This is an optimization exercise on Yosys and OpenROAD, whose aim is small area, a short achievable clock period and few clock cycles, not a production implementation. RTL that was checked went through simulation tests only; none was proved equivalent to the original. For runs 1 and 2, only the layout was checked, not whether the RTL still works. Power and IR drop assume default switching activity.

==> design/flow/config.mk <==
export PLATFORM = sky130hd
export DESIGN_NAME = Processor
export DESIGN_NICKNAME = Processor
export VERILOG_FILES = /design/flow/design.v
export SDC_FILE = /design/flow/constraint.sdc
export NUM_CORES = 4
export LEC_CHECK = 0
export CAP_MARGIN = 20
export CORE_MARGIN = 2
export CORE_UTILIZATION = 40
export SLEW_MARGIN = 20
==> design/flow/constraint.sdc <==
create_clock -name core_clock -period 12.0 [get_ports {CLK}]
set_input_delay 2.4000 -clock core_clock [delete_from_list [all_inputs] [get_ports {CLK}]]
set_output_delay 2.4000 -clock core_clock [all_outputs]
set_load 0.01 [all_outputs]
==> design/flow/design.v <==
`default_nettype none
module skl_add #(parameter W = 32) (
    input  [W-1:0] a,
    input  [W-1:0] b,
    input          cin,
    output [W-1:0] s,
    output         cout
);
    wire [W-1:0] g0 = a & b;
    wire [W-1:0] p0 = a ^ b;
    reg [W-1:0] g, p;
    integer i, l;
    always @(*) begin
        g = g0;
        p = p0;
        g[0] = g0[0] | (p0[0] & cin);
        for (l = 0; (1 << l) < W; l = l + 1)
            for (i = W - 1; i >= 0; i = i - 1)
                if (((i >> l) & 1) == 1) begin
                    g[i] = g[i] | (p[i] & g[((i >> l) << l) - 1]);
                    p[i] = p[i] & p[((i >> l) << l) - 1];
                end
    end
    assign s = p0 ^ {g[W-2:0], cin};
    assign cout = g[W-1];
endmodule
module Processor (
    input CLK,
    input reset,
    output [31:0] imem_addr,
    input  [31:0] imem_rdata,
    output [31:0] dmem_addr,
    output [31:0] dmem_wdata,
    output        dmem_we,
    output        dmem_re,
    input  [31:0] dmem_rdata
);
    reg        we_e, st_e, ld_e, jalr_e, br_e;
    reg        pt_e;
    reg [3:0]  rd_e;
    reg [2:0]  f3_e;
    reg        sub_e, sra_e, selalt_e;
    reg [31:0] a_e;
    reg [31:0] b_e;        
    reg [31:0] alt_e;      
    reg [11:0] imm_e;
    wire [31:0] immx_e = {{20{imm_e[11]}}, imm_e};
    wire [32:0] sum;
    skl_add #(32) u_sum (.a(a_e), .b(b_e), .cin(sub_e), .s(sum[31:0]), .cout(sum[32]));
    wire eq  = &(a_e ^ b_e);
    wire ltu = ~sum[32];
    wire lt  = (a_e[31] == b_e[31]) ? a_e[31] : sum[31];
    wire left = ~f3_e[2];
    reg [31:0] a_rev;
    integer i;
    always @(*) for (i = 0; i < 32; i = i + 1) a_rev[i] = a_e[31 - i];
    wire [31:0] sh_in = left ? a_rev : a_e;
    wire fill = sra_e & a_e[31] & ~left;
    reg [31:0] sh_w;
    always @(*) begin
        sh_w = sh_in;
        if (b_e[0]) sh_w = {{1{fill}}, sh_w[31:1]};
        if (b_e[1]) sh_w = {{2{fill}}, sh_w[31:2]};
        if (b_e[2]) sh_w = {{4{fill}}, sh_w[31:4]};
        if (b_e[3]) sh_w = {{8{fill}}, sh_w[31:8]};
        if (b_e[4]) sh_w = {{16{fill}}, sh_w[31:16]};
    end
    reg [31:0] sh_rev;
    always @(*) for (i = 0; i < 32; i = i + 1) sh_rev[i] = sh_w[31 - i];
    wire [31:0] shres = left ? sh_rev : sh_w;
    reg [31:0] alu;
    always @(*) begin
        case (f3_e)
            3'b000: alu = sum[31:0];
            3'b001: alu = shres;
            3'b010: alu = {31'd0, lt};
            3'b011: alu = {31'd0, ltu};
            3'b100: alu = a_e ^ b_e;
            3'b101: alu = shres;
            3'b110: alu = a_e | b_e;
            default: alu = a_e & b_e;
        endcase
    end
    wire [31:0] res_e = ld_e ? dmem_rdata : selalt_e ? alt_e : alu;
    reg cond;
    always @(*) begin
        case (f3_e)
            3'b000: cond = eq;
            3'b001: cond = ~eq;
            3'b100: cond = lt;
            3'b101: cond = ~lt;
            3'b110: cond = ltu;
            3'b111: cond = ~ltu;
            default: cond = 1'b0;
        endcase
    end
    wire mispred = br_e & (cond ^ pt_e);
    wire redirect = mispred | jalr_e;
    wire [31:0] addr;
    wire addr_co;
    skl_add #(32) u_addr (.a(a_e), .b(immx_e), .cin(1'b0), .s(addr), .cout(addr_co));
    wire [31:0] rtgt = jalr_e ? addr : alt_e;
    assign dmem_addr = addr;
    assign dmem_wdata = b_e;
    assign dmem_we = st_e;
    assign dmem_re = ld_e;
    reg [31:0] rf [1:15];
    always @(posedge CLK) begin
        if (we_e) rf[rd_e] <= res_e;
    end
    reg [31:0] pc;
    wire [31:0] ins = imem_rdata;
    wire [6:0] op = ins[6:0];
    wire [2:0] f3 = ins[14:12];
    wire is_r    = (op == 7'b0110011);
    wire is_i    = (op == 7'b0010011);
    wire is_ld   = (op == 7'b0000011);
    wire is_st   = (op == 7'b0100011);
    wire is_br   = (op == 7'b1100011);
    wire is_jal  = (op == 7'b1101111);
    wire is_jalr = (op == 7'b1100111);
    wire is_lui  = (op == 7'b0110111);
    wire is_aui  = (op == 7'b0010111);
    wire [3:0] ra1 = ins[18:15];
    wire [3:0] ra2 = ins[23:20];
    wire [3:0] rd  = ins[10:7];
    reg [31:0] rf1, rf2;
    integer k;
    always @(*) begin
        rf1 = 32'd0;
        rf2 = 32'd0;
        for (k = 1; k < 16; k = k + 1) begin
            rf1 = rf1 | ({32{ra1 == k}} & rf[k]);
            rf2 = rf2 | ({32{ra2 == k}} & rf[k]);
        end
    end
    wire [31:0] rs1 = (we_e && rd_e == ra1) ? res_e : rf1;
    wire [31:0] rs2 = (we_e && rd_e == ra2) ? res_e : rf2;
    wire [31:0] imm_b = {{20{ins[31]}}, ins[7], ins[30:25], ins[11:8], 1'b0};
    wire [31:0] imm_j = {{12{ins[31]}}, ins[19:12], ins[20], ins[30:21], 1'b0};
    wire [31:0] imm_u = {ins[31:12], 12'b0};
    wire [31:0] pc4;
    wire pc4_co;
    skl_add #(30) u_pc4 (.a(pc[31:2]), .b(30'd1), .cin(1'b0), .s(pc4[31:2]), .cout(pc4_co));
    assign pc4[1:0] = pc[1:0];
    wire [31:0] imm_t = ins[3] ? imm_j : ~ins[6] ? imm_u : imm_b;
    wire [31:0] tgt;
    wire tgt_co;
    skl_add #(32) u_tgt (.a(pc), .b(imm_t), .cin(1'b0), .s(tgt), .cout(tgt_co));
    wire pt = is_jal | (is_br & ins[31]);
    wire sub_f = (is_r & ins[30] & (f3 == 3'b000)) | ((is_r | is_i) & (f3[2:1] == 2'b01)) | is_br;
    wire [31:0] srcb_f = (is_r | is_br | is_st) ? rs2 : {{20{ins[31]}}, ins[31:20]};
    assign imem_addr = pc;
    always @(posedge CLK or posedge reset) begin
        if (reset) pc <= 32'd0;
        else if (redirect) pc <= rtgt;
        else if (pt) pc <= tgt;
        else pc <= pc4;
    end
    wire kill = redirect;    
    always @(posedge CLK or posedge reset) begin
        if (reset) begin
            we_e <= 1'b0; st_e <= 1'b0; ld_e <= 1'b0; jalr_e <= 1'b0; br_e <= 1'b0;
        end else begin
            we_e   <= ~kill & (is_r | is_i | is_ld | is_jal | is_jalr | is_lui | is_aui) & (rd != 4'd0);
            st_e   <= ~kill & is_st;
            ld_e   <= ~kill & is_ld;
            jalr_e <= ~kill & is_jalr;
            br_e   <= ~kill & is_br;
        end
    end
    always @(posedge CLK) begin
        pt_e     <= pt;
        rd_e     <= rd;
        f3_e     <= (is_r | is_i | is_br) ? f3 : 3'b000;
        sub_e    <= sub_f;
        sra_e    <= ins[30];
        selalt_e <= is_jal | is_jalr | is_lui | is_aui;
        a_e      <= rs1;
        b_e      <= srcb_f ^ {32{sub_f}};
        imm_e    <= is_st ? {ins[31:25], ins[11:7]} : ins[31:20];
        alt_e    <= is_lui ? imm_u : (is_aui | (is_br & ~pt)) ? tgt : pc4;
    end
endmodule
==> design/flow/flow/run.sh <==
#!/bin/bash
export SETUP_SLACK_MARGIN=7
export BUFFER_PORTS_ARGS="-buffer_cell sky130_fd_sc_hd__buf_2"
bash standard.sh > standard.log 2>&1
==> design/flow/standard.sh <==
#!/bin/bash
# synth_recipe.tcl (not shown) runs the flow's synth.tcl, then flattens the netlist and writes it again
# the make line also repeats each setting of config.mk as NAME=value (left out here)
make -C /OpenROAD-flow-scripts/flow DESIGN_CONFIG=/design/flow/config.mk WORK_HOME=/design/flow/orfs CLKGATE_MAP_FILE= SYNTH_SCRIPT=/design/flow/synth_recipe.tcl "${@:-finish}"
==> key figures, run 1 <==
Run status
  – Status: complete, no violations

Synth
  – Seq/Total Area, Yosys: 47.96%
  – Synth Area per Inst: 10.79 um2
  – Post-synth net total: 3,632
  – Simple-gate area share of the yosys netlist: 11.51%
  – Post-synthesis xor/xnor area fraction: 2.658%
  – Largest area contributor in the netlist: edfxtp_1
  – Ys flop type: edfxtp_1
  – Synth top area share: 39.05%
  – Largest family of logic cells by synthesized area: compound AO/OA/AOI/OAI gates
  – Synth Register Bits: 635
  – Cell count after synthesis: 3,422
  – Cell variety after synth: 90
  – Cell Area, Synth: 36,910 um2
  – Adder-cell share of the synthesized area: 5.186%
  – Synth Area in Compound Gates: 21.40%
  – Synth top area cells: edfxtp_1 (39%), dfxtp_1 (6.4%), a22oi_1 (6.0%)
  – Multiplexer share of the synthesized area: 7.251%
  – Number of synthesized flops with an enable pin: 480
  – Asr flop ratio synth: 5.827%
  – Ys Warns: 3

Global routing
  – Largest net degree at the start of global routing: 58
  – Initial antenna violation count: 5
  – GRT Residual Overflow: 0
  – Total track usage: 34.89%
  – Number of global-route vias before repair: 31,764
  – First-pass GRT wire length: 236.4 mm

Route
  – Via count: 33,685
  – WL final: 170.4 mm
  – Wirelength per Cell: 35.10 um
  – DR pass1 iterations: 8
  – Final ANT Viol Nets: 0
  – DR iter-0 viols: 6,018
  – DRC: 0
  – Vias per inst: 6.937

Setup path
  – CP Max Fanout: 3
  – R2r setup slk: 6.99 ns
  – Reg2reg end: b_e[4]$_DFF_P_
  – CP Launch Type: register
  – CP Capture Type: primary output
  – Worst endpoint required time: 9.60 ns
  – Reg-to-reg startpoint: f3_e[2]$_SDFF_PN0_
  – Crit Path Category: reg -> out
  – CP Data Arrival Time: 3.44 ns
  – R2r worst-path depth: 14

Final layout
  – Commonest non-fill, non-tap cells in the layout: edfxtp_1 (480), a22oi_1 (294), nand2_1 (223)
  – Post-layout util: 47.52%
  – Filler instances: 8,302
  – Commonest non-fill, non-tap cell in the layout: edfxtp_1
  – Area taken by multi-input logic gates: 18,900 um2
  – Nets: 3,828
  – Layout area overhead: 17.83%
  – Ant. Diodes: 0
  – Register Area: 17,750 um2
  – Final Instance Area: 43,490 um2
  – Layout cell share with drive strength beyond 1: 21.72%
  – Non-Filler Instances: 4,856

Clock network
  – Post-CTS Hold Fix Bufs: 0
  – H-Tree Depth: 3
  – CTS Buf Count: 71
  – Bufs on Longest Clock Path: 3
  – CTS tree: yes
  – CTS Sinks: 635
  – Clock Latency Late Sink: 0.65 ns
  – Root Driver: clkbuf_16
  – Reg clk slew, reported paths: 0.06 ns

Floorplanning
  – Die Ht: 307.8 um
  – I/O pin cnt: 164
  – Die ar.: 94,730 um2
  – Core area: 91,520 um2
  – Initial Util: 40.33%
  – Num rows: 111
  – Chip width: 307.8 um

Placement
  – Final HPWL DP: 105.0 mm
  – Placed inst area: 39,540 um2
  – Placed insts: 4,645
  – GP Congestion: 1.099
  – Port Buf Inserts: 163

Timing
  – Hold Vio Cnt, Final: 0
  – Worst-Margin Slew: 1.123 ns
  – Unrepaired setup endpoints after global routing: yes
  – Setup TNS: 0 ns
  – Slew headroom: 24.45%
  – Fin crit period: 5.843 ns
  – Fmax: 171.1 MHz
  – Fin crit share: 48.70%
  – # setup viols final: 0
  – Worst clock skew: 0.03875 ns
  – Slew Viols, Final: 0

Power
  – Pwr per Cell Area: 172.0 nW/um2
  – Switching portion of total power: 35.01%
  – Power Total: 7.482 mW
  – Sequential share of power: 39.0%
  – Net Sw Power: 2.620 mW
  – VDD IR max: 96.81 uV
  – Int Pwr: 4.862 mW
  – Leakage power: 15.82 nW
  – Clock power frac: 29.6%
  – Logic gate share of total power: 31.4%

Worst hold path
  – Min-Delay Endpoint: pc[19]$_DFF_PP0_
  – Worst hold stages: 2
  – Hold_sp: alt_e[19]$_DFF_P_
  – Worst Hold Class: reg -> reg

Job
  – Max-Cap Viols: 0
-- metrics by stage --
stage                     setup slack, ns  hold WS (ns)
after floorplan                     6.777        0.4384
after global placement              6.253        0.4650
after detailed placement            6.081        0.4725
after CTS                           6.291        0.4764
after global routing                6.110        0.5020
final                               6.157        0.4729
-- sequential cells by signal (all words and copies together), names as in the netlist --
register,cells
a_e,32
alt_e,32
b_e,32
br_e,1
f3_e,3
imm_e,12
jalr_e,1
ld_e,1
pc,32
pt_e,1
rd_e,4
rf,480
selalt_e,1
st_e,1
sub_e,1
we_e,1
-- synthesized netlist by cell type, types with 47 or more instances --
master and number:
mux2i_1 66, xnor2_1 72, o21ai_0 144, nor3_1 79, a22o_1 63, a22oi_1 294, ha_1 129, inv_1 130
a222oi_1 64, dfxtp_1 118, clkbuf_1 182, a21oi_1 178, nand4_1 50, nand3_1 116, nand2_1 224, edfxtp_1 480
nor2_1 222, mux2_2 47, a221oi_1 67, mux4_2 65
-- cells by family (layout without fill, tap and decap cells) --
group	after synthesis	after routing
compound gates	1098	1098
simple gates	878	880
flops	635	635
buf+inv	375	621
mux	180	180
fa+ha+maj	144	144
xor+xnor	112	112
-- worst max path at each step --
stage              startpoint          endpoint  slack, ns  cells after the start
6_report       a_e[0]$_DFF_P_     dmem_addr[23]       6.16                     14
5_1_grt        a_e[0]$_DFF_P_     dmem_addr[23]       6.11                     14
4_1_cts        a_e[0]$_DFF_P_     dmem_addr[23]       6.29                     13
3_5_place_dp   a_e[0]$_DFF_P_     dmem_addr[31]       6.08                     13
3_3_place_gp    imem_rdata[3]  pc[23]$_DFF_PP0_       6.25                     14
2_1_floorplan   imem_rdata[3]  pc[21]$_DFF_PP0_       6.78                     14
-- area by class of cell --
| type | instances | area share (%) |
|---|---|---|
| Clock buffer | 85 | 4.298 |
| Clock inverter | 40 | 1.036 |
| Inverter | 134 | 1.165 |
| Multi-Input combinational cell | 2414 | 43.45 |
| Sequential cell | 635 | 40.80 |
| Tap cell | 1186 | 3.412 |
| Timing Repair Buffer | 362 | 5.834 |
-- routing by layer --
layer / vias up / track usage, % / wire, um
li1: 13830 / - / -
met1: 16441 / 42.79 / 60100
met4: 6 / 22.02 / 12840
met3: 630 / 9.834 / 22150
met5: - / 0 / 35
met2: 2778 / 54.15 / 75310
-- power groups by stage --
| stage | Sequential (mW) | Combinational, mW | Clock [mW] |
|---|---|---|---|
| finish | 2.92 | 2.35 | 2.22 |
| global route | 2.91 | 2.49 | 2.32 |
| CTS | 2.90 | 2.18 | 2.23 |
| detailed placement | 2.95 | 2.05 | 0 |
| global placement | 2.95 | 2.03 | 0 |
| floorplan | 2.85 | 1.30 | 0 |
-- critical path, stage by stage (launching register included) --
cell and delay (ns):
dfxtp_4 0.36, ha_4 0.12, inv_2 0.03, fa_2 0.37, nor2b_4 0.13, o211ai_1 0.13
nand3_1 0.16, nand4_1 0.19, a21o_1 0.25, a21oi_2 0.21, buf_4 0.15, o21ai_2 0.06
o21bai_2 0.16, xor2_2 0.28, buf_2 0.20
-- repair_timing --
action                     CTS  global route
cloned                       1             1
setup endpoints to repair   40           131
gates resized for setup    124            73
buffers inserted            55            29
pin swaps                   51            52
==> run 2: changes to the inputs <==
==> design/flow/flow/run.sh (replaced) <==
#!/bin/bash
export SETUP_SLACK_MARGIN=6
export BUFFER_PORTS_ARGS="-buffer_cell sky130_fd_sc_hd__buf_2"
bash standard.sh > standard.log 2>&1
==> run 2 against run 1 <==
Still clean. Critical path depth down 3. Maximum frequency down 2.0%. Synthesized area unchanged. Combinational power down 11%. Largest cell class unchanged.
==> key figures, run 2 <==
Clock network
  – Root Driver: clkbuf_16 (unchanged)
  – CTS Sinks: 635 (unchanged)
  – Bufs on Longest Clock Path: 3 (unchanged)
  – CTS Buf Count: 69 (was 71)
  – H-Tree Depth: 3 (unchanged)
  – CTS tree: yes (unchanged)
  – Clock Latency Late Sink: 0.66 ns (was 0.65 ns)
  – Reg clk slew, reported paths: 0.06 ns (about the same)

Route
  – DR iter-0 viols: 5,930 (was 6,018)
  – DRC: 0 (unchanged)
  – Vias per inst: 6.933 (was 6.937)
  – Wirelength per Cell: 34.47 um (was 35.10 um)
  – DR pass1 iterations: 9 (was 8)
  – WL final: 164.7 mm (was 170.4 mm)
  – Via count: 33,127 (was 33,685)
  – Final ANT Viol Nets: 0 (unchanged)

Final layout
  – Final Instance Area: 42,110 um2 (was 43,490 um2)
  – Layout cell share with drive strength beyond 1: 17.59% (was 21.72%)
  – Filler instances: 8,400 (was 8,302)
  – Commonest non-fill, non-tap cells in the layout: edfxtp_1 (480), a22oi_1 (294), nand2_1 (224) (was edfxtp_1 (480), a22oi_1 (294), nand2_1 (223))
  – Non-Filler Instances: 4,778 (was 4,856)
  – Biggest register: rf (unchanged)
  – Commonest non-fill, non-tap cell in the layout: edfxtp_1 (unchanged)
  – Max reg flops: 480 (unchanged)
  – Layout area overhead: 14.09% (was 17.83%)
  – Nets: 3,747 (was 3,828)

Synth
  – Asr flop ratio synth: 5.827% (unchanged)
  – Synth Register Bits: 635 (unchanged)
  – Cell variety after synth: 90 (unchanged)
  – Largest area contributor in the netlist: edfxtp_1 (unchanged)
  – Ys flop type: edfxtp_1 (unchanged)
  – Count leader, synth: edfxtp_1 (unchanged)
  – Cell count after synthesis: 3,422 (unchanged)
  – Seq/Total Area, Yosys: 47.96% (unchanged)
  – Synth cell count leaders: edfxtp_1 (480), a22oi_1 (294), nand2_1 (224), nor2_1 (222), clkbuf_1 (182) (unchanged)
  – Synth Area per Inst: 10.79 um2 (unchanged)
  – Number of synthesized flops with an enable pin: 480 (unchanged)
  – Ys Warns: 3 (unchanged)
  – Cell Area, Synth: 36,910 um2 (unchanged)
  – Post-synth net total: 3,632 (unchanged)
  – Synth top area share: 39.05% (unchanged)
  – Synth top area cells: edfxtp_1 (39%), dfxtp_1 (6.4%), a22oi_1 (6.0%) (unchanged)

Placement
  – Port Buf Inserts: 163 (unchanged)
  – GP Congestion: 1.038 (was 1.099)
  – Final HPWL DP: 101.8 mm (was 105.0 mm)
  – Placed insts: 4,644 (was 4,645)
  – Placed inst area: 39,460 um2 (was 39,540 um2)
  – Pre-CTS setup slack: 5.847 ns (was 6.081 ns)

Floorplanning
  – Core area: 91,520 um2 (unchanged)
  – Die ar.: 94,730 um2 (unchanged)
  – Initial Util: 40.33% (unchanged)
  – I/O pin cnt: 164 (unchanged)
  – Chip width: 307.8 um (unchanged)
  – Die Ht: 307.8 um (unchanged)
  – Num rows: 111 (unchanged)

Setup path
  – Worst endpoint required time: 9.60 ns (about the same)
  – CP Max Fanout: 5 (was 3)
  – R2r worst-path depth: 12 (was 14)
  – Worst Path Buf+Inv: 2 (was 3)
  – Crit Path Category: reg -> out (unchanged)
  – Cells along the critical path: buf_8, ha_2, and4_2, and2_1, a221oi_4, o221ai_2, nor2_4, nor2b_4, a21o_1, xor2_1, buf_2 (was ha_4, inv_2, fa_2, nor2b_4, o211ai_1, nand3_1, nand4_1, a21o_1, a21oi_2, buf_4, o21ai_2, o21bai_2, xor2_2, buf_2)
  – Worst path depth: 11 (was 14)
  – CP max-delay cell: xor2_1 (was fa_2)
  – Crit-path leading delay family: simple AND/OR/NAND/NOR gates (was compound AO/OA/AOI/OAI gates)
  – CP max stage delay: 0.40 ns (was 0.37 ns)
  – CP Launch Type: register (unchanged)
  – CP Data Arrival Time: 3.56 ns (was 3.44 ns)
  – CP Capture Type: primary output (unchanged)

Global routing
  – GRT Residual Overflow: 0 (unchanged)
  – Initial antenna violation count: 11 (was 5)
  – First-pass GRT wire length: 230.6 mm (was 236.4 mm)
  – Number of global-route vias before repair: 31,196 (was 31,764)
  – Largest net degree at the start of global routing: 52 (was 58)
  – Total track usage: 33.84% (was 34.89%)

Power
  – VDD IR max: 92.26 uV (was 96.81 uV)
  – Leakage power: 15.23 nW (was 15.82 nW)
  – Pwr per Cell Area: 171.7 nW/um2 (was 172.0 nW/um2)

Timing
  – Setup TNS: 0 ns (unchanged)
  – Setup slack after layout: 6.040 ns (was 6.157 ns)
  – Slew headroom: 27.46% (was 24.45%)
  – Fin crit share: 49.67% (was 48.70%)
  – Worst clock skew: 0.04503 ns (was 0.03875 ns)
  – Fmax: 167.8 MHz (was 171.1 MHz)
  – Unrepaired setup endpoints after global routing: yes (unchanged)
  – # setup viols final: 0 (unchanged)
  – Hold Vio Cnt, Final: 0 (unchanged)
  – Slew Viols, Final: 0 (unchanged)
  – Fin crit period: 5.960 ns (was 5.843 ns)
  – Worst-Margin Slew: 1.087 ns (was 1.123 ns)

Run status
  – Status: complete, no violations (unchanged)

Worst hold path
  – Worst hold stages: 2 (unchanged)
  – Worst Hold Class: reg -> reg (unchanged)

Job
  – Max-Cap Viols: 0 (unchanged)
==> run 2: path summary, 6_finish.rpt <==
path	startpoint	slack [ns]	to
setup reg to reg	b_e[1]$_DFF_P_	6.61	rf[2][16]$_DFFE_PP_
min in group asynchronous	reset	1.88	pc[2]$_DFF_PP0_
hold / removal	alt_e[13]$_DFF_P_	0.48	pc[13]$_DFF_PP0_
hold reg to reg	alt_e[13]$_DFF_P_	0.48	pc[13]$_DFF_PP0_
setup / recovery	a_e[14]$_DFF_P_	6.04	dmem_addr[27]
max in group asynchronous	reset	9.67	we_e$_DFF_PP0_
==> run 2: stage by stage <==
step	total power, mW	util (%)	hold slack (ns)
floorplan	4.118	-	0.4384
global placement	4.944	43.08	0.4707
detailed placement	4.956	43.11	0.4810
CTS	7.152	45.78	0.4860
global route	7.482	46.00	0.5131
finish	7.229	46.01	0.4795
==> run 2: final cells by class <==
cell class	count	area [um2]	share of cell area, %
antenna	4	10.01	0.02377
clock buffer	90	1867	4.433
clock inverter	32	488.0	1.159
inverter	134	503.0	1.194
multi-input combinational	2412	18260	43.37
sequential	635	17740	42.13
tap	1186	1484	3.524
timing repair buffer	285	1755	4.168
==> run 2: cell families (layout without fill, tap and decap cells) <==
family          after synthesis  in the layout  share of synthesized area (%)
mux                         180            180                          7.251
xor+xnor                    112            112                          2.658
buf+inv                     375            541                          4.044
other cells                   0              4                              0
simple gates                878            878                          11.51
compound gates             1098           1098                          21.40
fa+ha+maj                   144            144                          5.186
flops                       635            635                          47.96
==> run 2: worst register-to-register path, stage by stage (launching register included) <==
cell,delay (ns)
dfxtp_2,0.59
inv_2,0.34
fa_1,0.57
nand3b_1,0.23
a21o_1,0.29
a21oi_1,0.55
o21bai_1,0.15
nand2_1,0.11
fa_1,0.40
a221o_1,0.32
a221o_1,0.25
o21ai_0,0.68
inv_1,0.53
==> run 2: what timing repair did <==
item                       CTS  global route
pin swaps                    3            13
resized for setup           24            31
hold buffers                 0             0
buffers inserted             1             5
setup endpoints to repair   18            13
cloned                       0             1
==> run 2: layer usage <==
metal	routed length, um	GRT usage, %	up-vias
li1	-	-	13654
met1	59260	42.17	16086
met2	72140	51.84	2693
met3	20650	9.187	684
met4	12590	21.70	10
met5	64	0	-
==> run 2: where the power goes <==
part / leakage (nW) / switching (mW) / total [mW] / internal (mW)
logic: 8.36 / 1.33 / 2.10 / 0.778
clock network: 1.13 / 0.935 / 2.20 / 1.27
registers: 5.74 / 0.258 / 2.92 / 2.66
==> run 3: changes to the inputs <==
--- a/design/flow/design.v
+++ b/design/flow/design.v
@@ -44,6 +44,4 @@
     reg [31:0] b_e;        
     reg [31:0] alt_e;      
-    reg [11:0] imm_e;
-    wire [31:0] immx_e = {{20{imm_e[11]}}, imm_e};
     wire [32:0] sum;
     skl_add #(32) u_sum (.a(a_e), .b(b_e), .cin(sub_e), .s(sum[31:0]), .cout(sum[32]));
@@ -97,10 +95,7 @@
     wire mispred = br_e & (cond ^ pt_e);
     wire redirect = mispred | jalr_e;
-    wire [31:0] addr;
-    wire addr_co;
-    skl_add #(32) u_addr (.a(a_e), .b(immx_e), .cin(1'b0), .s(addr), .cout(addr_co));
-    wire [31:0] rtgt = jalr_e ? addr : alt_e;
-    assign dmem_addr = addr;
-    assign dmem_wdata = b_e;
+    wire [31:0] rtgt = jalr_e ? sum[31:0] : alt_e;
+    assign dmem_addr = sum[31:0];
+    assign dmem_wdata = alt_e;
     assign dmem_we = st_e;
     assign dmem_re = ld_e;
@@ -150,5 +145,5 @@
     wire pt = is_jal | (is_br & ins[31]);
     wire sub_f = (is_r & ins[30] & (f3 == 3'b000)) | ((is_r | is_i) & (f3[2:1] == 2'b01)) | is_br;
-    wire [31:0] srcb_f = (is_r | is_br | is_st) ? rs2 : {{20{ins[31]}}, ins[31:20]};
+    wire [31:0] srcb_f = (is_r | is_br) ? rs2 : {{20{ins[31]}}, ins[31:25], is_st ? ins[11:7] : ins[24:20]};
     assign imem_addr = pc;
     always @(posedge CLK or posedge reset) begin
@@ -179,6 +174,5 @@
         a_e      <= rs1;
         b_e      <= srcb_f ^ {32{sub_f}};
-        imm_e    <= is_st ? {ins[31:25], ins[11:7]} : ins[31:20];
-        alt_e    <= is_lui ? imm_u : (is_aui | (is_br & ~pt)) ? tgt : pc4;
+        alt_e    <= is_st ? rs2 : is_lui ? imm_u : (is_aui | (is_br & ~pt)) ? tgt : pc4;
     end
 endmodule
==> run 3 against run 2 <==
Maximum frequency is 0.23% lower. Sequential power is 2% higher. Still clean on timing, DRC and antenna. Worst hold slack better by 0.061 ns. Sequential share of layout area is 0.35 points lower. Clock power is 4% lower. First-iteration DRC count is 18% higher. Via count is 4.2% higher. Critical path depth is 2 lower. Count of clock-buffer cells in the layout is 7 lower. Synthesized cell count is 1.1% higher. Die area hardly changed. Register-to-register slack worse by 0.20 ns.
==> key figures, run 3 <==
Setup path
  – Worst endpoint required time: 9.60 ns (about the same)
  – CP Data Arrival Time: 3.57 ns (was 3.56 ns)
  – R2r worst-path depth: 10 (was 12)
  – CP Capture Type: primary output (unchanged)
  – Reg2reg end: b_e[19]$_DFF_P_ (was rf[2][16]$_DFFE_PP_)
  – Crit Path Category: reg -> out (unchanged)
  – CP max stage delay: 0.66 ns (was 0.40 ns)
  – CP Launch Type: register (unchanged)
  – R2r setup slk: 6.41 ns (was 6.61 ns)
  – CP max-delay cell: dfxtp_2 (was xor2_1)
  – Reg-to-reg startpoint: b_e[0]$_DFF_P_ (was b_e[1]$_DFF_P_)
  – Cells along the critical path: inv_1, ha_1, and4_1, and2_1, o211a_1, a211o_1, o41ai_4, xnor2_2, buf_2 (was buf_8, ha_2, and4_2, and2_1, a221oi_4, o221ai_2, nor2_4, nor2b_4, a21o_1, xor2_1, buf_2)
  – CP Max Fanout: 9 (was 5)

Global routing
  – First-pass GRT wire length: 239.9 mm (was 230.6 mm)
  – GRT Residual Overflow: 0 (unchanged)
  – Initial antenna violation count: 9 (was 11)
  – Total track usage: 35.26% (was 33.84%)
  – Largest net degree at the start of global routing: 69 (was 52)
  – Number of global-route vias before repair: 32,159 (was 31,196)

Floorplanning
  – Num rows: 111 (unchanged)
  – Die Ht: 307.9 um (was 307.8 um)
  – Die ar.: 94,780 um2 (was 94,730 um2)
  – Initial Util: 40.35% (was 40.33%)
  – Chip width: 307.9 um (was 307.8 um)
  – Core area: 91,520 um2 (unchanged)
  – I/O pin cnt: 164 (unchanged)

Route
  – Final ANT Viol Nets: 0 (unchanged)
  – WL met3: 26.09 mm (was 20.65 mm)
  – Vias per inst: 7.194 (was 6.933)
  – WL final: 172.8 mm (was 164.7 mm)
  – Met2 wire length: 72.54 mm (was 72.14 mm)
  – DR top layer: met5 (unchanged)
  – DRC: 0 (unchanged)
  – Wirelength per Cell: 36.03 um (was 34.47 um)
  – DR pass1 iterations: 10 (was 9)
  – DRT met1 WL: 61.17 mm (was 59.26 mm)
  – DR iter-0 viols: 6,995 (was 5,930)
  – Via count: 34,518 (was 33,127)

Synth
  – Largest area contributor in the netlist: edfxtp_1 (unchanged)
  – Ys flop type: edfxtp_1 (unchanged)
  – Synth top area cells: edfxtp_1 (39%), a22oi_1 (6.3%), dfxtp_1 (5.8%) (was edfxtp_1 (39%), dfxtp_1 (6.4%), a22oi_1 (6.0%))
  – Ys Warns: 3 (unchanged)
  – Cell variety after synth: 104 (was 90)
  – Synth Register Bits: 624 (was 635)
  – Synth cell count leaders: edfxtp_1 (480), a22oi_1 (310), nand2_1 (227), nor2_1 (196), clkbuf_1 (193) (was edfxtp_1 (480), a22oi_1 (294), nand2_1 (224), nor2_1 (222), clkbuf_1 (182))
  – Cell Area, Synth: 36,930 um2 (was 36,910 um2)
  – Synth top area share: 39.03% (was 39.05%)
  – Number of synthesized flops with an enable pin: 480 (unchanged)
  – Asr flop ratio synth: 5.929% (was 5.827%)
  – Count leader, synth: edfxtp_1 (unchanged)
  – Synth Area per Inst: 10.68 um2 (was 10.79 um2)
  – Cell count after synthesis: 3,458 (was 3,422)
  – Seq/Total Area, Yosys: 47.33% (was 47.96%)
  – Post-synth net total: 3,633 (was 3,632)

Final layout
  – Commonest non-fill, non-tap cell in the layout: edfxtp_1 (unchanged)
  – Layout cell share with drive strength beyond 1: 17.81% (was 17.59%)
  – Commonest non-fill, non-tap cells in the layout: edfxtp_1 (480), a22oi_1 (310), nand2_1 (227) (was edfxtp_1 (480), a22oi_1 (294), nand2_1 (224))
  – Layout area overhead: 13.54% (was 14.09%)
  – Max reg flops: 480 (unchanged)
  – Biggest register: rf (unchanged)
  – Post-layout util: 45.82% (was 46.01%)
  – Nets: 3,724 (was 3,747)
  – Filler instances: 8,499 (was 8,400)

Clock network
  – Root Driver: clkbuf_16 (unchanged)
  – CTS tree: yes (unchanged)
  – CTS Sinks: 624 (was 635)
  – Clock Latency Late Sink: 0.64 ns (was 0.66 ns)
  – H-Tree Depth: 3 (unchanged)
  – Bufs on Longest Clock Path: 3 (unchanged)
  – CTS Buf Count: 69 (unchanged)
  – Reg clk slew, reported paths: 0.06 ns (about the same)

Power
  – Clock power frac: 27.7% (was 30.5%)
  – Net Sw Power: 2.889 mW (was 2.519 mW)
  – VDD IR max: 110.8 uV (was 92.26 uV)
  – Sequential share of power: 39.1% (was 40.4%)
  – Pwr per Cell Area: 181.9 nW/um2 (was 171.7 nW/um2)
  – Logic gate share of total power: 33.2% (was 29.1%)
  – Int Pwr: 4.740 mW (was 4.710 mW)
  – Leakage power: 14.89 nW (was 15.23 nW)
  – Switching portion of total power: 37.86% (was 34.85%)

Placement
  – Port Buf Inserts: 163 (unchanged)
  – Final HPWL DP: 110.8 mm (was 101.8 mm)
  – GP Congestion: 1.079 (was 1.038)

Timing
  – Worst clock skew: 0.05219 ns (was 0.04503 ns)
  – Slew headroom: 15.63% (was 27.46%)
  – Fin crit period: 5.974 ns (was 5.960 ns)
  – Fmax: 167.4 MHz (was 167.8 MHz)
  – Setup TNS: 0 ns (unchanged)
  – # setup viols final: 0 (unchanged)
  – Fin crit share: 49.79% (was 49.67%)
  – Hold Vio Cnt, Final: 0 (unchanged)
  – Unrepaired setup endpoints after global routing: no (was yes)
  – Worst-Margin Slew: 1.258 ns (was 1.087 ns)
  – Slew Viols, Final: 0 (unchanged)

Run status
  – Status: complete, no violations (unchanged)

Worst hold path
  – Worst Hold Class: reg -> reg (unchanged)
  – Min-Delay Endpoint: pc[2]$_DFF_PP0_ (was pc[13]$_DFF_PP0_)
  – Hold_sp: alt_e[2]$_DFF_P_ (was alt_e[13]$_DFF_P_)
  – Worst hold stages: 2 (unchanged)

Job
  – Max-Cap Viols: 0 (unchanged)
==> run 3: layer usage <==
metal  up-vias  GRT usage, %
met3       786         11.20
met4         2         22.35
met5         -             0
met2      3255         51.77
met1     16562         44.93
li1      13913             -
==> run 3: power groups by stage <==
stage	clock network, mW	registers (mW)	logic [mW]
6_report	2.11	2.98	2.53
5_1_grt	2.20	2.98	2.65
4_1_cts	2.13	2.96	2.41
3_5_place_dp	0	3.00	2.38
3_3_place_gp	0	3.01	2.37
2_1_floorplan	0	2.89	1.41
==> run 3: cell families (layout without fill, tap and decap cells) <==
logic type | Yosys count | after routing | synth area share, %
other | 0 | 7 | 0
and+or+nand+nor | 939 | 939 | 12.63
muxes | 150 | 150 | 6.552
DFF | 624 | 624 | 47.33
adders and majority gates | 109 | 109 | 3.896
buffers and inverters | 390 | 537 | 4.414
xor gates and xnor gates | 104 | 104 | 2.466
AOI/OAI and AO/OA | 1142 | 1142 | 22.71
==> run 3: area by class of cell <==
type / count / area (um2) / area share, %
repair buffers: 285 / 1813 / 4.324
multi-input cells: 2444 / 18380 / 43.83
inverters: 124 / 473.0 / 1.128
well taps: 1186 / 1484 / 3.539
flip-flops and latches: 624 / 17520 / 41.78
repair inverters: 1 / 5.005 / 0.01194
diodes: 7 / 17.52 / 0.04177
clock buffers: 83 / 1810 / 4.318
clock inverters: 44 / 429.2 / 1.023
==> run 3: worst max-delay path, delay by kind of cell, from the launching register on <==
kind	cells	cell delay, ns
compound gates	3	0.80
xor+xnor	1	0.25
fa+ha+maj	1	0.39
buf+inv	2	0.31
flops	1	0.66
simple gates	2	0.55
==> run 3: repair_timing <==
item                       CTS  global route
resized for setup           44            27
setup endpoints to repair   28            19
hold buffers                 0             0
cloned                       2             0
buffers inserted             3             2
pin swaps                    4             6
==> run 3: worst max-delay path by stage <==
stage                    start          endpoint  slack, ns  depth (start not counted)
6_report       a_e[16]$_DFF_P_     dmem_addr[23]       6.03                          9
4_1_cts        a_e[11]$_DFF_P_     dmem_addr[16]       6.00                          8
2_1_floorplan    imem_rdata[3]  pc[31]$_DFF_PP0_       6.15                         16
3_5_place_dp    b_e[3]$_DFF_P_     dmem_addr[28]       5.71                         10
5_1_grt        a_e[16]$_DFF_P_     dmem_addr[23]       6.00                          9
3_3_place_gp    b_e[3]$_DFF_P_     dmem_addr[28]       5.78                         10
==> run 3: metrics by stage <==
stage | hold WS (ns) | cell area (um2) | worst slack [ns] | instances | power (mW)
final | 0.5408 | 41930 | 6.026 | 4798 | 7.629
after global placement | 0.5370 | 39310 | 5.776 | 4657 | 5.376
after CTS | 0.5352 | 41770 | 6.003 | 4789 | 7.495
after floorplan | 0.5181 | 36930 | 6.147 | 3458 | 4.301
after global routing | 0.5647 | 41920 | 6.001 | 4791 | 7.834
after detailed placement | 0.5262 | 39310 | 5.709 | 4657 | 5.379
Testbench counts of run 3, summed over its fixed seeds: cycles 108,335.
==> run 4: changes to the inputs <==
==> design/flow/flow/run.sh (replaced) <==
#!/bin/bash
export SETUP_SLACK_MARGIN=6.5
export BUFFER_PORTS_ARGS="-buffer_cell sky130_fd_sc_hd__buf_2"
bash standard.sh > standard.log 2>&1
--- a/design/flow/config.mk
+++ b/design/flow/config.mk
@@ -9,3 +9,4 @@
 export CORE_MARGIN = 2
 export CORE_UTILIZATION = 40
+export CTS_BUF_LIST = sky130_fd_sc_hd__clkbuf_8
 export SLEW_MARGIN = 20
==> run 4 against run 3 <==
Still clean. Total power rose by 2.0%. Sequential share of layout area fell by 1.4 points. Sequential power barely moved. Clock skew fell by 0.0058 ns. Utilization rose by 1.8 points.
==> key figures, run 4 <==
Route
  – WL final: 181.9 mm (was 172.8 mm)
  – Via count: 35,489 (was 34,518)
  – DR pass1 iterations: 9 (was 10)
  – DR iter-0 viols: 6,738 (was 6,995)
  – Wirelength per Cell: 36.78 um (was 36.03 um)
  – Final ANT Viol Nets: 0 (unchanged)
  – DRC: 0 (unchanged)
  – Vias per inst: 7.174 (was 7.194)

Power
  – Logic gate share of total power: 36.4% (was 33.2%)
  – VDD IR max: 97.99 uV (was 110.8 uV)
  – Net Sw Power: 2.993 mW (was 2.889 mW)
  – Sequential share of power: 38.1% (was 39.1%)
  – Pwr per Cell Area: 178.8 nW/um2 (was 181.9 nW/um2)
  – Int Pwr: 4.792 mW (was 4.740 mW)
  – Clock power frac: 25.5% (was 27.7%)
  – Leakage power: 15.66 nW (was 14.89 nW)
  – Switching portion of total power: 38.44% (was 37.86%)

Global routing
  – Met2 usage in global routing: 54.22% (was 51.77%)
  – Largest net degree at the start of global routing: 68 (was 69)
  – Number of global-route vias before repair: 33,311 (was 32,159)
  – Total track usage: 37.31% (was 35.26%)
  – GR Util met1: 47.22% (was 44.93%)
  – Initial antenna violation count: 19 (was 9)
  – Met3 Use GR: 12.27% (was 11.20%)
  – GRT busiest layer: met2 (unchanged)
  – First-pass GRT wire length: 251.5 mm (was 239.9 mm)
  – GRT Residual Overflow: 0 (unchanged)

Synth
  – Synth top area share: 39.03% (unchanged)
  – Simple-gate area share of the yosys netlist: 12.63% (unchanged)
  – Adder-cell share of the synthesized area: 3.896% (unchanged)
  – Largest family of logic cells by synthesized area: compound AO/OA/AOI/OAI gates (unchanged)
  – Largest area contributor in the netlist: edfxtp_1 (unchanged)
  – Synth cell count leaders: edfxtp_1 (480), a22oi_1 (310), nand2_1 (227), nor2_1 (196), clkbuf_1 (193) (unchanged)
  – Seq/Total Area, Yosys: 47.33% (unchanged)
  – Multiplexer share of the synthesized area: 6.552% (unchanged)
  – Synth Area in Compound Gates: 22.71% (unchanged)
  – Cell Area, Synth: 36,930 um2 (unchanged)
  – Ys Warns: 3 (unchanged)
  – Ys flop type: edfxtp_1 (unchanged)
  – Cell variety after synth: 104 (unchanged)
  – Post-synthesis xor/xnor area fraction: 2.466% (unchanged)
  – Synth Register Bits: 624 (unchanged)
  – Synth top area cells: edfxtp_1 (39%), a22oi_1 (6.3%), dfxtp_1 (5.8%) (unchanged)
  – Post-synth net total: 3,633 (unchanged)
  – Cell count after synthesis: 3,458 (unchanged)
  – Synth Area per Inst: 10.68 um2 (unchanged)
  – Asr flop ratio synth: 5.929% (unchanged)
  – Number of synthesized flops with an enable pin: 480 (unchanged)
  – Count leader, synth: edfxtp_1 (unchanged)

Floorplanning
  – Core area: 91,520 um2 (unchanged)
  – Die Ht: 307.9 um (unchanged)
  – I/O pin cnt: 164 (unchanged)
  – Num rows: 111 (unchanged)
  – Initial Util: 40.35% (unchanged)
  – Die ar.: 94,780 um2 (unchanged)
  – Chip width: 307.9 um (unchanged)

Setup path
  – CP max-delay cell: fa_2 (was dfxtp_2)
  – CP Launch Type: register (unchanged)
  – Crit Path Category: reg -> out (unchanged)
  – Crit-path leading delay family: adder cells (was compound AO/OA/AOI/OAI gates)
  – Worst Path Buf+Inv: 3 (was 2)
  – CP Capture Type: primary output (unchanged)
  – CP Max Fanout: 5 (was 9)
  – Cell mode on critical path: fa_2
  – CP max stage delay: 0.39 ns (was 0.66 ns)
  – Worst endpoint required time: 9.60 ns (about the same)
  – Cells along the critical path: fa_2, fa_2, nand3_4, a21oi_4, o21ai_4, buf_6, buf_6, nand2_8, fa_2, xor2_4, buf_2 (was inv_1, ha_1, and4_1, and2_1, o211a_1, a211o_1, o41ai_4, xnor2_2, buf_2)
  – CP Data Arrival Time: 3.48 ns (was 3.57 ns)

Placement
  – Port Buf Inserts: 163 (unchanged)
  – GP Congestion: 1.103 (was 1.079)
  – Final HPWL DP: 114.7 mm (was 110.8 mm)

Timing
  – # setup viols final: 0 (unchanged)
  – Slew Viols, Final: 0 (unchanged)
  – Fmax: 170.2 MHz (was 167.4 MHz)
  – Unrepaired setup endpoints after global routing: yes (was no)
  – Setup TNS: 0 ns (unchanged)
  – Slew headroom: 14.72% (was 15.63%)
  – Fin crit period: 5.875 ns (was 5.974 ns)
  – Hold Vio Cnt, Final: 0 (unchanged)
  – Worst-Margin Slew: 1.279 ns (was 1.258 ns)
  – Fin crit share: 48.96% (was 49.79%)
  – Worst clock skew: 0.04643 ns (was 0.05219 ns)

Final layout
  – Layout area overhead: 17.91% (was 13.54%)
  – Layout cell share with drive strength beyond 1: 23.02% (was 17.81%)
  – Post-layout util: 47.58% (was 45.82%)
  – Nets: 3,842 (was 3,724)
  – Biggest register: rf (unchanged)
  – Commonest non-fill, non-tap cell in the layout: edfxtp_1 (unchanged)
  – Commonest non-fill, non-tap cells in the layout: edfxtp_1 (480), a22oi_1 (310), nand2_1 (226) (was edfxtp_1 (480), a22oi_1 (310), nand2_1 (227))
  – Max reg flops: 480 (unchanged)

Worst hold path
  – Worst Hold Class: reg -> reg (unchanged)

Clock network
  – Root Driver: clkbuf_8 (was clkbuf_16)
  – H-Tree Depth: 3 (unchanged)
  – Bufs on Longest Clock Path: 3 (unchanged)
  – Clock Latency Late Sink: 0.76 ns (was 0.64 ns)
  – Reg clk slew, reported paths: 0.06 ns (about the same)
  – CTS tree: yes (unchanged)
  – CTS Sinks: 624 (unchanged)
  – CTS Buf Count: 100 (was 69)

Run status
  – Status: complete, no violations (unchanged)

Job
  – Max-Cap Viols: 0 (unchanged)
run 4: cell counts after synthesis:
No cell type changed its count.
run 4: final cells by class:
cell class                 instances  area (um2)
inverter                         124       473.0
timing repair buffer             373        2715
clock inverter                    78       609.3
tap                             1186        1484
multi-input combinational       2444       19140
antenna                            7       17.52
sequential                       624       17580
fill                            8484       47980
clock buffer                     111        1528
run 4: path summary, 6_finish.rpt:
check	endpoint	depth (start not counted)	slack [ns]	start
setup / recovery	dmem_addr[17]	11	6.12	a_e[0]$_DFF_P_
hold / removal	pc[8]$_DFF_PP0_	2	0.56	alt_e[8]$_DFF_P_
setup reg to reg	b_e[4]$_DFF_P_	9	6.52	f3_e[2]$_SDFF_PN0_
hold reg to reg	pc[8]$_DFF_PP0_	2	0.56	alt_e[8]$_DFF_P_
max in group asynchronous	ld_e$_DFF_PP0_	3	9.71	reset
min in group asynchronous	pc[16]$_DFF_PP0_	3	1.81	reset
run 4: power by group through the flow:
stage | Combinational (mW) | Sequential [mW] | Clock (mW)
after floorplan | 1.42 | 2.89 | 0
after global placement | 2.40 | 3.00 | 0
after detailed placement | 2.41 | 2.99 | 0
after CTS | 2.66 | 2.94 | 1.99
after global routing | 2.95 | 2.96 | 2.08
final | 2.83 | 2.97 | 1.98
run 4: logic make-up (layout without fill, tap and decap cells):
group / count (synthesis) / after routing
AO/OA/AOI/OAI: 1142 / 1142
XOR/XNOR: 104 / 104
adder cells (fa/ha/maj): 109 / 109
buffers and inverters: 390 / 686
flip-flops: 624 / 624
multiplexers: 150 / 150
other: 0 / 7
AND/OR/NAND/NOR: 939 / 939
run 4: per-stage QoR:
| step | hold slack, ns | setup WS, ns | instances | power, mW | area (um2) |
|---|---|---|---|---|---|
| after floorplan | 0.5181 | 6.519 | 3458 | 4.306 | 36990 |
| after global placement | 0.5535 | 5.956 | 4661 | 5.395 | 39370 |
| after detailed placement | 0.5576 | 5.938 | 4661 | 5.402 | 39380 |
| after CTS | 0.5675 | 6.082 | 4920 | 7.594 | 43180 |
| after global routing | 0.6175 | 6.137 | 4943 | 7.990 | 43540 |
| final | 0.5639 | 6.125 | 4947 | 7.785 | 43550 |
run 4: timing repair:
| action | 4_1_cts | 5_1_grt |
|---|---|---|
| hold buffers | 0 | 0 |
| pin swaps | 38 | 19 |
| gates resized for setup | 223 | 32 |
| endpoints found under the setup margin | 31 | 48 |
| gates cloned | 6 | 0 |
| setup buffers | 64 | 20 |
run 4: worst reg2reg max path, delay by kind of cell (launching register included):
kind            cells  cell delay [ns]
flops               1             0.68
mux                 2             1.01
buf+inv             1             0.74
xor+xnor            1             0.50
compound gates      4             1.66
simple gates        1             0.69
run 4: per-layer routing:
| layer | up-vias | part of all wire, % |
|---|---|---|
| li1 | 14172 | - |
| met1 | 17096 | 35 |
| met2 | 3385 | 41 |
| met3 | 820 | 15 |
| met4 | 16 | 8.3 |
| met5 | - | 0.057 |
==> run 5: changes to the inputs <==
--- a/design/flow/config.mk
+++ b/design/flow/config.mk
@@ -9,4 +9,3 @@
 export CORE_MARGIN = 2
 export CORE_UTILIZATION = 40
-export CTS_BUF_LIST = sky130_fd_sc_hd__clkbuf_8
 export SLEW_MARGIN = 20
==> run 5 against run 4 <==
Critical path depth fell by 1. Register-to-register slack improved by 0.03 ns. Cell area fell by 0.38%.
==> key figures, run 5 <==
Run status
  – Status: complete, no violations (unchanged)

Clock network
  – H-Tree Depth: 3 (unchanged)
  – Reg clk slew, reported paths: 0.06 ns (about the same)
  – Clock Latency Late Sink: 0.65 ns (was 0.76 ns)
  – CTS Buf Count: 68 (was 100)
  – CTS Sinks: 624 (unchanged)
  – CTS tree: yes (unchanged)
  – Bufs on Longest Clock Path: 3 (unchanged)
  – Root Driver: clkbuf_16 (was clkbuf_8)

Timing
  – Fin crit period: 5.702 ns (was 5.875 ns)
  – Fmax: 175.4 MHz (was 170.2 MHz)
  – Setup slack after layout: 6.298 ns (was 6.125 ns)
  – Fin crit share: 47.52% (was 48.96%)
  – Setup TNS: 0 ns (unchanged)
  – # setup viols final: 0 (unchanged)
  – Worst clock skew: 0.04738 ns (was 0.04643 ns)
  – Slew headroom: 16.59% (was 14.72%)
  – Hold Vio Cnt, Final: 0 (unchanged)
  – Worst-Margin Slew: 1.238 ns (was 1.279 ns)
  – Unrepaired setup endpoints after global routing: yes (unchanged)
  – Slew Viols, Final: 0 (unchanged)

Final layout
  – Filler instances: 8,405 (was 8,484)
  – Commonest non-fill, non-tap cells in the layout: edfxtp_1 (480), a22oi_1 (309), nand2_1 (226) (was edfxtp_1 (480), a22oi_1 (310), nand2_1 (226))
  – Layout cell share with drive strength beyond 1: 21.10% (was 23.02%)
  – Non-Filler Instances: 4,854 (was 4,947)
  – Max reg flops: 480 (unchanged)
  – Final Instance Area: 43,380 um2 (was 43,550 um2)
  – Layout area overhead: 17.46% (was 17.91%)
  – Nets: 3,784 (was 3,842)
  – Commonest non-fill, non-tap cell in the layout: edfxtp_1 (unchanged)
  – Biggest register: rf (unchanged)

Floorplanning
  – Num rows: 111 (unchanged)
  – Chip width: 307.9 um (unchanged)
  – Initial Util: 40.35% (unchanged)
  – I/O pin cnt: 164 (unchanged)
  – Die ar.: 94,780 um2 (unchanged)
  – Die Ht: 307.9 um (unchanged)
  – Core area: 91,520 um2 (unchanged)

Placement
  – Pre-CTS setup slack: 5.938 ns (unchanged)
  – Placed inst area: 39,380 um2 (unchanged)
  – Placed insts: 4,661 (unchanged)
  – GP Congestion: 1.103 (unchanged)
  – Final HPWL DP: 114.7 mm (unchanged)
  – Port Buf Inserts: 163 (unchanged)

Global routing
  – Initial antenna violation count: 12 (was 19)
  – Total track usage: 36.86% (was 37.31%)
  – Number of global-route vias before repair: 32,549 (was 33,311)
  – First-pass GRT wire length: 248.2 mm (was 251.5 mm)
  – Largest net degree at the start of global routing: 68 (unchanged)
  – GRT Residual Overflow: 0 (unchanged)

Synth
  – Cell variety after synth: 104 (unchanged)
  – Asr flop ratio synth: 5.929% (unchanged)
  – Synth cell count leaders: edfxtp_1 (480), a22oi_1 (310), nand2_1 (227), nor2_1 (196), clkbuf_1 (193) (unchanged)
  – Cell count after synthesis: 3,458 (unchanged)
  – Ys flop type: edfxtp_1 (unchanged)
  – Synth top area share: 39.03% (unchanged)
  – Number of synthesized flops with an enable pin: 480 (unchanged)
  – Largest area contributor in the netlist: edfxtp_1 (unchanged)
  – Count leader, synth: edfxtp_1 (unchanged)
  – Ys Warns: 3 (unchanged)
  – Synth Register Bits: 624 (unchanged)
  – Post-synth net total: 3,633 (unchanged)
  – Synth Area per Inst: 10.68 um2 (unchanged)
  – Synth top area cells: edfxtp_1 (39%), a22oi_1 (6.3%), dfxtp_1 (5.8%) (unchanged)
  – Seq/Total Area, Yosys: 47.33% (unchanged)
  – Cell Area, Synth: 36,930 um2 (unchanged)

Power
  – Power Total: 8.006 mW (was 7.785 mW)
  – Leakage power: 15.42 nW (was 15.66 nW)
  – VDD IR max: 107.7 uV (was 97.99 uV)
  – Pwr per Cell Area: 184.6 nW/um2 (was 178.8 nW/um2)

Setup path
  – Cell mode on critical path: fa_2 (unchanged)
  – CP max stage delay: 0.39 ns (about the same)
  – CP max-delay cell: fa_2 (unchanged)
  – CP Data Arrival Time: 3.30 ns (was 3.48 ns)
  – Worst endpoint required time: 9.60 ns (about the same)
  – CP Max Fanout: 5 (unchanged)
  – Cells along the critical path: fa_2, fa_2, nand3_4, a21oi_4, o21ai_4, a21oi_1, or2_2, nor2_1, xnor2_1, buf_2 (was fa_2, fa_2, nand3_4, a21oi_4, o21ai_4, buf_6, buf_6, nand2_8, fa_2, xor2_4, buf_2)
  – CP Capture Type: primary output (unchanged)
  – Crit Path Category: reg -> out (unchanged)
  – CP Launch Type: register (unchanged)

Route
  – WL final: 180.1 mm (was 181.9 mm)
  – Via count: 35,013 (was 35,489)
  – DRC: 0 (unchanged)
  – DR pass1 iterations: 10 (was 9)
  – Vias per inst: 7.213 (was 7.174)
  – DR iter-0 viols: 6,424 (was 6,738)
  – Wirelength per Cell: 37.11 um (was 36.78 um)
  – Final ANT Viol Nets: 0 (unchanged)

Job
  – Max-Cap Viols: 0 (unchanged)

Worst hold path
  – Worst Hold Class: reg -> reg (unchanged)
-- run 5: cell counts after synthesis --
No cell type changed its count.
-- run 5: layout make-up --
| cell class | count | area [um2] | area share, % |
|---|---|---|---|
| Inverter | 124 | 473.0 | 1.090 |
| Timing Repair Buffer | 346 | 2497 | 5.757 |
| Clock inverter | 34 | 591.8 | 1.364 |
| Sequential cell | 624 | 17570 | 40.50 |
| Clock buffer | 90 | 1834 | 4.228 |
| Tap cell | 1186 | 1484 | 3.421 |
| Multi-Input combinational cell | 2445 | 18920 | 43.61 |
| Antenna cell | 5 | 12.51 | 0.02884 |
-- run 5: worst max-delay path, delay by kind of cell, from the launching register on --
| family | cells | cell delay, ns |
|---|---|---|
| compound gates | 3 | 0.47 |
| xor+xnor | 1 | 0.25 |
| simple gates | 3 | 0.56 |
| flops | 1 | 0.38 |
| buf+inv | 1 | 0.22 |
| fa+ha+maj | 2 | 0.75 |
-- run 5: per-stage QoR --
stage          hold slack, ns  util [%]
2_1_floorplan          0.5181         -
3_3_place_gp           0.5535     43.02
3_5_place_dp           0.5576     43.03
4_1_cts                0.5670     46.95
5_1_grt                0.6160     47.38
6_report               0.5612     47.40
-- run 5: cell families (layout without fill, tap and decap cells) --
| logic type | Yosys count | in the layout | share of synthesized area [%] |
|---|---|---|---|
| AND/OR/NAND/NOR | 939 | 940 | 12.63 |
| buffers and inverters | 390 | 594 | 4.414 |
| AO/OA/AOI/OAI | 1142 | 1142 | 22.71 |
| flip-flops | 624 | 624 | 47.33 |
| other | 0 | 5 | 0 |
| adder cells (fa/ha/maj) | 109 | 109 | 3.896 |
| multiplexers | 150 | 150 | 6.552 |
| XOR/XNOR | 104 | 104 | 2.466 |
-- run 5: final timing paths --
path | startpoint | endpoint | slack [ns] | cells after the start
hold reg to reg | alt_e[8]$_DFF_P_ | pc[8]$_DFF_PP0_ | 0.56 | 2
max in group asynchronous | reset | ld_e$_DFF_PP0_ | 9.58 | 3
setup / recovery | a_e[0]$_DFF_P_ | dmem_addr[19] | 6.30 | 10
hold / removal | alt_e[8]$_DFF_P_ | pc[8]$_DFF_PP0_ | 0.56 | 2
setup reg to reg | f3_e[2]$_SDFF_PN0_ | b_e[4]$_DFF_P_ | 6.55 | 9
min in group asynchronous | reset | pc[9]$_DFF_PP0_ | 1.92 | 3
-- run 5: report_power, final --
part / internal (mW) / switching (mW) / total, mW
logic: 1.01 / 1.73 / 2.75
clock network: 1.36 / 0.929 / 2.28
registers: 2.67 / 0.300 / 2.97
total: 5.04 / 2.96 / 8.01
-- run 5: per-layer routing --
layer	track usage (%)	wire, um	part of all wire, %
met1	47.25	64640	36
met2	53.90	75010	42
met3	11.26	25820	14
met4	23.87	14630	8.1
met5	0	50	0.028
-- run 5: what timing repair did --
item	in CTS	in global routing
cloned	6	2
setup endpoints to repair	30	46
hold buffers	0	0
endpoints found under the hold margin	0	0
buffers inserted	40	16
pin swaps	27	15
resized for setup	157	53
==> run 6: changes to the inputs <==
==> design/flow/flow/run.sh (replaced) <==
#!/bin/bash
export SETUP_SLACK_MARGIN=7
export BUFFER_PORTS_ARGS="-buffer_cell sky130_fd_sc_hd__buf_2"
bash standard.sh > standard.log 2>&1
==> run 6 against run 5 <==
Combinational power rose by 6%. Final cell count rose by 0.74%. Routed wire length fell by 1.7%. Maximum frequency rose by 0.39%. Synthesized cell count did not move. Count of clock-buffer cells in the layout fell by 6. Largest power group unchanged. Highest routed layer unchanged.
==> key figures, run 6 <==
Route
  – WL final: 177.1 mm (was 180.1 mm)
  – Vias per inst: 7.242 (was 7.213)
  – Final ANT Viol Nets: 0 (unchanged)
  – Wirelength per Cell: 36.22 um (was 37.11 um)
  – DRC: 0 (unchanged)
  – DR iter-0 viols: 7,190 (was 6,424)
  – DR pass1 iterations: 9 (was 10)
  – Via count: 35,412 (was 35,013)

Final layout
  – Final Instance Area: 44,010 um2 (was 43,380 um2)
  – Biggest register: rf (unchanged)
  – Commonest non-fill, non-tap cell in the layout: edfxtp_1 (unchanged)
  – Layout area overhead: 19.16% (was 17.46%)
  – Non-Filler Instances: 4,890 (was 4,854)
  – Post-layout util: 48.09% (was 47.40%)
  – Layout cell share with drive strength beyond 1: 23.19% (was 21.10%)
  – Max reg flops: 480 (unchanged)
  – Commonest non-fill, non-tap cells in the layout: edfxtp_1 (480), a22oi_1 (309), nand2_1 (222) (was edfxtp_1 (480), a22oi_1 (309), nand2_1 (226))
  – Nets: 3,825 (was 3,784)

Clock network
  – Bufs on Longest Clock Path: 3 (unchanged)
  – Post-CTS Hold Fix Bufs: 0 (unchanged)
  – Root Driver: clkbuf_16 (unchanged)
  – H-Tree Depth: 3 (unchanged)
  – CTS Buf Count: 67 (was 68)
  – Clock Latency Late Sink: 0.65 ns (about the same)
  – Reg clk slew, reported paths: 0.07 ns (was 0.06 ns)
  – CTS Sinks: 624 (unchanged)
  – CTS tree: yes (unchanged)

Synth
  – Ys flop type: edfxtp_1 (unchanged)
  – Synth Area per Inst: 10.68 um2 (unchanged)
  – Ys Warns: 3 (unchanged)
  – Seq/Total Area, Yosys: 47.33% (unchanged)
  – Synth top area share: 39.03% (unchanged)
  – Post-synth net total: 3,633 (unchanged)
  – Synth Register Bits: 624 (unchanged)
  – Number of synthesized flops with an enable pin: 480 (unchanged)
  – Cell count after synthesis: 3,458 (unchanged)
  – Cell Area, Synth: 36,930 um2 (unchanged)
  – Asr flop ratio synth: 5.929% (unchanged)
  – Synth top area cells: edfxtp_1 (39%), a22oi_1 (6.3%), dfxtp_1 (5.8%) (unchanged)
  – Cell variety after synth: 104 (unchanged)
  – Synth cell count leaders: edfxtp_1 (480), a22oi_1 (310), nand2_1 (227), nor2_1 (196), clkbuf_1 (193) (unchanged)
  – Count leader, synth: edfxtp_1 (unchanged)
  – Largest area contributor in the netlist: edfxtp_1 (unchanged)

Timing
  – Worst-Margin Slew: 1.242 ns (was 1.238 ns)
  – Fin crit period: 5.680 ns (was 5.702 ns)
  – Slew Viols, Final: 0 (unchanged)
  – # setup viols final: 0 (unchanged)
  – Unrepaired setup endpoints after global routing: yes (unchanged)
  – Fin crit share: 47.34% (was 47.52%)
  – Worst clock skew: 0.03487 ns (was 0.04738 ns)
  – Fmax: 176.1 MHz (was 175.4 MHz)
  – Setup TNS: 0 ns (unchanged)
  – Slew headroom: 16.10% (was 16.59%)
  – Hold Vio Cnt, Final: 0 (unchanged)

Setup path
  – CP Max Fanout: 5 (unchanged)
  – Crit Path Category: reg -> out (unchanged)
  – CP Data Arrival Time: 3.28 ns (was 3.30 ns)
  – CP Capture Type: primary output (unchanged)
  – Worst endpoint required time: 9.60 ns (about the same)
  – CP Launch Type: register (unchanged)

Global routing
  – Total track usage: 36.12% (was 36.86%)
  – Largest net degree at the start of global routing: 51 (was 68)
  – First-pass GRT wire length: 244.9 mm (was 248.2 mm)
  – Number of global-route vias before repair: 32,485 (was 32,549)
  – GRT Residual Overflow: 0 (unchanged)
  – Initial antenna violation count: 12 (unchanged)

Placement
  – Final HPWL DP: 113.2 mm (was 114.7 mm)
  – Port Buf Inserts: 163 (unchanged)
  – Placed inst area: 39,520 um2 (was 39,380 um2)
  – GP Congestion: 1.110 (was 1.103)
  – Placed insts: 4,664 (was 4,661)

Floorplanning
  – Die Ht: 307.9 um (unchanged)
  – Die ar.: 94,780 um2 (unchanged)
  – Core area: 91,520 um2 (unchanged)
  – Initial Util: 40.35% (unchanged)
  – I/O pin cnt: 164 (unchanged)
  – Chip width: 307.9 um (unchanged)
  – Num rows: 111 (unchanged)

Power
  – Pwr per Cell Area: 181.8 nW/um2 (was 184.6 nW/um2)
  – Power Total: 8.002 mW (was 8.006 mW)
  – VDD IR max: 100.5 uV (was 107.7 uV)
  – Leakage power: 15.71 nW (was 15.42 nW)

Worst hold path
  – Worst Hold Class: reg -> reg (unchanged)

Run status
  – Status: complete, no violations (unchanged)

Job
  – Max-Cap Viols: 0 (unchanged)
==> run 6: layer usage <==
layer	part of all wire, %	vias to the layer above	wire, um	GRT usage [%]
met1	35	17136	62790	46.96
met4	7.8	6	13810	21.61
met2	42	3372	73690	52.89
met3	15	805	26770	10.97
li1	-	14093	-	-
met5	0.023	-	41	0
==> run 6: layout make-up <==
type / instances / area (um2)
fillers: 8290 / 47510
diodes: 4 / 10.01
repair buffers: 388 / 2952
well taps: 1186 / 1484
clock buffers: 84 / 1782
multi-input cells: 2445 / 19310
flip-flops and latches: 624 / 17570
clock inverters: 35 / 411.6
inverters: 124 / 485.5
==> run 6: timing repair <==
action                                  in CTS  in global routing
resized for setup                          209                 83
cloned                                       9                  1
setup buffers                               55                 38
pin swaps                                   45                 46
endpoints found under the setup margin     103                 74
==> run 6: critical path, cell delays in order, from the launching register on <==
cell and delay (ns):
dfxtp_4 0.37, fa_2 0.41, fa_2 0.38, nand3_4 0.11
a21oi_4 0.09, o21ai_4 0.25, nand2_2 0.15, fa_2 0.39
xor2_2 0.28, buf_2 0.21
==> run 6: cells by family (layout without fill, tap and decap cells) <==
kind of cell    Yosys count  count (layout)  share of synthesized area, %
fa+ha+maj               109             109                         3.896
other cells               0               4                             0
flops                   624             624                         47.33
xor+xnor                104             104                         2.466
simple gates            939             940                         12.63
buf+inv                 390             631                         4.414
compound gates         1142            1142                         22.71
mux                     150             150                         6.552
==> run 6: metrics by stage <==
stage | setup slack, ns | hold WS, ns
global route | 6.284 | 0.5754
finish | 6.320 | 0.5644
CTS | 6.308 | 0.5551
detailed placement | 6.124 | 0.5482
global placement | 6.182 | 0.5443
floorplan | 6.580 | 0.5181
==> run 6: power breakdown <==
| part | leakage (nW) | internal [mW] | switching, mW |
|---|---|---|---|
| Combinational | 8.98 | 1.12 | 1.79 |
| Clock | 1.07 | 1.20 | 0.932 |
| Sequential | 5.66 | 2.67 | 0.287 |
| Total | 15.7 | 4.99 | 3.01 |
==> run 6: worst paths after layout <==
kind                       slack [ns]                to  cells after the start                from
min                              0.56  pc[27]$_DFF_PP0_                      2   alt_e[27]$_DFF_P_
max in group asynchronous        9.64    ld_e$_DFF_PP0_                      3               reset
min reg2reg                      0.56  pc[27]$_DFF_PP0_                      2   alt_e[27]$_DFF_P_
max reg2reg                      6.98   a_e[14]$_DFF_P_                     12  f3_e[2]$_SDFF_PN0_
max                              6.32     dmem_addr[17]                      9      a_e[0]$_DFF_P_
min in group asynchronous        1.92  pc[24]$_DFF_PP0_                      3               reset

-- what the ideal ports hide --
The results above use ideal ports. As a check the final layouts listed here were re-extracted and re-timed, cells and wires unchanged.
Step 1 assumes that a clkbuf_16 drives the clock port and a buf_2 every other input.
Step 2 times the ports against the registers' clock, not the clock port: input delays grow and output delays shrink by t, the midpoint of the rising clock arrivals with the driver on.
a / b / c = ideal ports / drivers / drivers and shift; a / b = the first two.
| run | t, ns | slack for setup (ns) | worst setup path after step 2 |
|---|---|---|---|
| run 1 | 0.701 | 6.157 / 6.084 / 6.357 | input to register |
| run 2 | 0.700 | 6.040 / 5.975 / 5.760 | input to register |
| run 3 | 0.684 | 6.026 / 5.959 / 5.692 | input to register |
| run 4 | 0.811 | 6.125 / 6.055 / 5.859 | input to register |
| run 5 | 0.695 | 6.298 / 6.232 / 5.987 | input to register |
| run 6 | 0.696 | 6.320 / 6.255 / 6.340 | input to register |
After both steps setup and hold are still met in every run listed. The setup slack of run 3, which loses most, moves by -0.067 ns with the drivers and by -0.334 ns with both steps.
